This design comes from an exercise in tuning for small area, a short achievable clock period and few clock cycles per item on the open sky130 flow, not from production work. The RTL was checked by simulation tests, not by an equivalence proof against the original design. Power figures rest on the tool's default switching activity, not on a simulated workload.

## flow/design.v (module list and top-level ports; edited modules follow where they fit)
// module JAM: 3030 lines
module JAM (
input CLK,
input RST,
output [2:0] W,
output [2:0] J,
input [6:0] Cost,
output [3:0] MatchCount,
output [9:0] MinCost,
output Valid );
  // ...
==> flow/flow/run.sh <==
#!/bin/bash
# Standard layout, except: the timing repair steps aim 8.4 ns above the required
# slack and work on the worst 5% of the endpoints below that, and the port
# buffers are buf_4 cells.
set -euo pipefail
export SETUP_SLACK_MARGIN=8.4
export TNS_END_PERCENT=5
export BUFFER_PORTS_ARGS="-buffer_cell sky130_fd_sc_hd__buf_4"
bash standard.sh > standard.log 2>&1
==> flow/standard.sh <==
#!/bin/bash
# synth_recipe.tcl (not shown) runs the flow's synth.tcl, then flattens the netlist and writes it again
# the make line also repeats each setting of config.mk as NAME=value (left out here)
make -C /OpenROAD-flow-scripts/flow DESIGN_CONFIG=/design/flow/config.mk WORK_HOME=/design/flow/orfs CLKGATE_MAP_FILE= SYNTH_SCRIPT=/design/flow/synth_recipe.tcl "${@:-finish}"
==> flow/config.mk <==
export PLATFORM = sky130hd
export DESIGN_NAME = JAM
export DESIGN_NICKNAME = JAM
export VERILOG_FILES = /design/flow/design.v
export SDC_FILE = /design/flow/constraint.sdc
export NUM_CORES = 4
export LEC_CHECK = 0
export CAP_MARGIN = 20
export CORE_MARGIN = 2
export CORE_UTILIZATION = 45
export CTS_CLUSTER_DIAMETER = 90
export CTS_CLUSTER_SIZE = 25
export PLACE_DENSITY = 0.65
export SLEW_MARGIN = 20
==> flow/constraint.sdc <==
create_clock -name core_clock -period 12.0 [get_ports {CLK}]
set_input_delay 2.4000 -clock core_clock [delete_from_list [all_inputs] [get_ports {CLK}]]
set_output_delay 2.4000 -clock core_clock [all_outputs]
set_load 0.01 [all_outputs]
==> results.cfg, run 1 <==
[global_route]
antenna_found_initial = 79
grt_max_degree = 43
grt.total_usage = 0.421

[floorplanning]
die-area_um2 = 236000
initial_utilization = 0.453

[hold_path]
min-delay-start = vB1_4[1]

[critical_path]
crit_required_ns = 12.67
timing.critical_path.to = nB7_4[3]
max_stage_delay_ns = 0.76
cp_cell_sequence = inv_4 -> buf_8 -> ha_1 -> a21o_1 -> a21oi_2 -> o21ai_1 -> o21a_1 -> o21ai_1 -> xor2_1 -> ha_2 -> nor3_1 -> o211ai_1 -> o311ai_4 -> buf_12 -> a21o_1 -> a311oi_4
r2r_end = nB7_4[3]
arrival_ns = 5.05

[finish]
ff_latch_area_um2 = 36800

[yosys]
synth_commonest_cells = dfxtp_1, ha_1, inv_1
syn_nets = 12900
yosysTopAreaCellShare = 0.346
yosysTopAreaCell = dfxtp_1
synth_warnings = 1
synth_xor_area_frac = 0.0528

[clock_tree]
ctsHoldBuffers = 0
ctsResizeCount = 568
path_clk_slew_ns = 0.10
clockBufferDepth = 3

[detailed_routing]
vias = 91600
ant_nets = 0

[power_and_ir_drop]
clk-power_w = 0.00467
seq-power_w = 0.0140
comb-power_w = 0.0235
swShare = 0.502

[placed_design]
gp_congestion = 1.06
hpwlAfterDp_um = 403000

[status]
status = finished clean

[sta]
period_share = 0.365
tns_ns = 0
Testbench counts, summed over its fixed seeds: cycles 804, jobs 12.
==> run 2, diff against run 1 <==
==> flow/flow/run.sh (replaced) <==
#!/bin/bash
# Standard layout, except: the timing repair steps aim 8.8 ns above the required
# slack and work on the worst 5% of the endpoints below that, and the port
# buffers are buf_4 cells.
set -euo pipefail
export SETUP_SLACK_MARGIN=8.8
export TNS_END_PERCENT=5
export BUFFER_PORTS_ARGS="-buffer_cell sky130_fd_sc_hd__buf_4"
bash standard.sh > standard.log 2>&1
--- a/flow/config.mk
+++ b/flow/config.mk
@@ -9,6 +9,5 @@
 export CORE_MARGIN = 2
-export CORE_UTILIZATION = 45
+export CORE_UTILIZATION = 40
 export CTS_CLUSTER_DIAMETER = 90
 export CTS_CLUSTER_SIZE = 25
-export PLACE_DENSITY = 0.65
 export SLEW_MARGIN = 20
==> run 2 against run 1 <==
  * Sequential share of layout area hardly changed
  * Register-to-register slack better by 0.02 ns
  * Still clean on timing, DRC and antenna
  * Via count is 1.3% lower
  * Core utilization is 6.1 points lower
  * Non-clock buffer count is 29 lower
  * Total power is 0.21% lower
  * First-iteration DRC count is 2.3% lower
  * Combinational power hardly changed
  * Final cell count is 2.0% higher
==> results.cfg, run 2 <==
[status]
status = finished clean

[floorplanning]
dieHeight_um = 515
fp-row-count = 187
initial_utilization = 0.402
die-area_um2 = 265000
die_x_um = 515
core-area_um2 = 259000
pin_count = 30

[detailed_routing]
vias = 90400
ant_nets = 0
wirelength_um = 510000
drtIter0Drc = 10000
viasPerCell = 5.97
wire_per_inst_um = 33.7
dr.pass1.iters = 7
remaining_drc_errors = 0

[clock_tree]
path_clk_slew_ns = 0.09
insertion_delay_ns = 0.88
cts.sinks = 1822
cts_made_buffers = 108
clockRootBuffer = clkbuf_16
clockBufferDepth = 3
tritoncts = yes
ctsHoldBuffers = 0
h-tree-depth = 3

[critical_path]
reg2reg_depth = 18
crit_required_ns = 12.68
path_max_fanout = 11
arrival_ns = 5.04
end_kind = flip-flop
rrSetupSlack_ns = 7.64
path_class = flip-flop to flip-flop
start_kind = flip-flop

[global_route]
grt_max_degree = 45
use_met1 = 0.474
grt.total_usage = 0.369
grt.busiest_layer = met2
grt_pass1_wl_um = 671000
grt_use_met2 = 0.527
grt_overflow_total = 0
grt_pass1_vias = 83300
met3_usage = 0.0842
antenna_found_initial = 79

[yosys]
syn_nets = 12900
synth-edff-count = 14
yosysTopAreaCell = dfxtp_1
synth_warnings = 1
synth_area_leaders = dfxtp_1, ha_1, mux2i_1
synth_commonest_cells = dfxtp_1, ha_1, inv_1
yosysMostFrequentCell = dfxtp_1
yosysTopAreaCellShare = 0.346
synth_cell_type_count = 84
synthArstFlopShare = 0.00439
synth_seq_cells = 1822
syn_avg_cell_area_um2 = 9.38
syn_inst = 11100
synth_ff_type = dfxtp_1
syn_area_um2 = 104000
yosysSeqAreaShare = 0.352

[sta]
rsz0062_at_grt = yes
finalSetupViolCount = 0
tns_ns = 0
slew_viol_final = 0
fin_skew_ns = 0.0522
clock.fmax_mhz = 230
whs_ns = 0.349
tightest_slew_ns = 1.36
period_share = 0.363
relSlewSlack = 0.0872
min_period_ns = 4.36
timing_hold_violations_final = 0

[finish]
final_common_cell = dfxtp_1
mostFrequentLayoutCells = dfxtp_1, ha_1, inv_1, nand2_1, o21ai_0
nets = 13400
drive_gt1_frac = 0.152
syn_to_final_growth_pct = 18.0
n_fill_cell = 24100
final_util = 0.474
fin_cells = 15200

[placed_design]
gp_congestion = 1.05
place_inst = 14400
hpwlAfterDp_um = 397000
portBuffers = 29

[hold_path]
min_delay_path_depth = 0
hold_path_class = flip-flop to flip-flop

[power_and_ir_drop]
ir_drop_mv = 0.201
p_leak_nw = 54.4
power_density_nw_per_um2 = 343

[job]
maxCapViolCount = 0
-- run 2: cell types whose count changed in the layout (fill, tap and decap cells not counted), sizes merged, moves of 4 or more --
cell and delta:
buf -34, clkbuf -4, clkinv +8, clkinvlp -6
diode -50, inv -5, o31a +6
-- run 2: critical path, stage by stage (launching register included) --
cell and delay (ns):
dfxtp_4 0.38, buf_16 0.17, buf_4 0.17, buf_4 0.17, a22o_1 0.34, ha_2 0.43
o21ai_2 0.09, a21oi_2 0.19, o31ai_1 0.09, a21oi_1 0.25, xor2_2 0.30, ha_1 0.30
and3_4 0.18, nand3_4 0.06, o22ai_2 0.08, o21a_2 0.24, or3b_1 0.38, a211oi_2 0.25
a221oi_2 0.07
-- run 2: path summary, 6_finish.rpt --
kind / from / to
worst max-delay path: act[4] / nA2_2[3]
worst min-delay path: vA6_0[6] / vA6_7[6]
worst max register to register: act[4] / nA2_2[3]
worst min register to register: vA6_0[6] / vA6_7[6]
max in group asynchronous: RST / cnt[2]
min in group asynchronous: RST / cnt[3]
-- run 2: cells by family after synthesis --
family | after synthesis | share of synthesized area
multiplexers | 603 | 0.0592
AO/OA/AOI/OAI | 2776 | 0.166
flip-flops | 1822 | 0.352
buffers and inverters | 1171 | 0.0439
XOR/XNOR | 629 | 0.0528
adder cells (fa/ha/maj) | 1729 | 0.219
AND/OR/NAND/NOR | 2384 | 0.107
-- run 2: metrics by stage --
| stage | setup WS (ns) | power, W | area, um2 |
|---|---|---|---|
| 2_1_floorplan | 7.88 | 0.0248 | 105000 |
| 3_3_place_gp | 6.47 | 0.0331 | 110000 |
| 3_5_place_dp | 6.37 | 0.0335 | 110000 |
| 4_1_cts | 7.76 | 0.0395 | 118000 |
| 5_1_grt | 7.62 | 0.0444 | 123000 |
| 6_report | 7.64 | 0.0422 | 123000 |
-- run 2: routing by layer --
metal	vias to the layer above	routed length, um
li1	40400	-
met1	44100	204000
met2	4692	208000
met3	1186	49300
met4	18	48700
met5	-	173
-- run 2: area by class of cell --
class / count / area (um2) / area share
Multi-Input combinational cell: 8148 / 68100 / 0.554
Clock buffer: 118 / 2810 / 0.0229
Clock inverter: 72 / 920 / 0.00748
Tap cell: 3402 / 4260 / 0.0346
Inverter: 904 / 3460 / 0.0281
Antenna cell: 44 / 110 / 0.000895
Sequential cell: 1822 / 36800 / 0.299
Timing Repair Buffer: 644 / 6590 / 0.0536
-- run 2: timing repair --
item                                     CTS  global route
buffers inserted                         199           235
endpoints found under the setup margin  1124          1124
endpoints found under the hold margin      0             0
pin swaps                                147           295
gates resized for setup                  498           641
cloned                                    32            23
-- run 2: power breakdown --
group          internal, W  total, W  switching (W)
sequential         0.00896    0.0141        0.00517
clock              0.00188   0.00441        0.00253
combinational       0.0101    0.0236         0.0135
total               0.0210    0.0422         0.0212

==> re-timing with driven ports <==
The results above use ideal ports. As a check the final layouts listed here were re-extracted and re-timed, cells and wires unchanged.
Step 1 sets driving cells, clkbuf_16 on the clock port and buf_2 on the other inputs (assumed; they add their load-dependent delay and slew).
Step 2 times the ports against the registers' clock, not the clock port: input delays grow and output delays shrink by t, the midpoint of the rising clock arrivals with the driver on.
Slacks: ideal ports / drivers / drivers and shift; pairs: ideal ports / drivers.
| run | t, ns | setup slack, ns | cell pins on the clock port's net |
|---|---|---|---|
| run 1 | 0.933 | 7.626 / 7.626 / 7.626 | 1 |
| run 2 | 0.939 | 7.643 / 7.643 / 7.643 | 1 |
After both steps setup and hold are still met in every run listed.
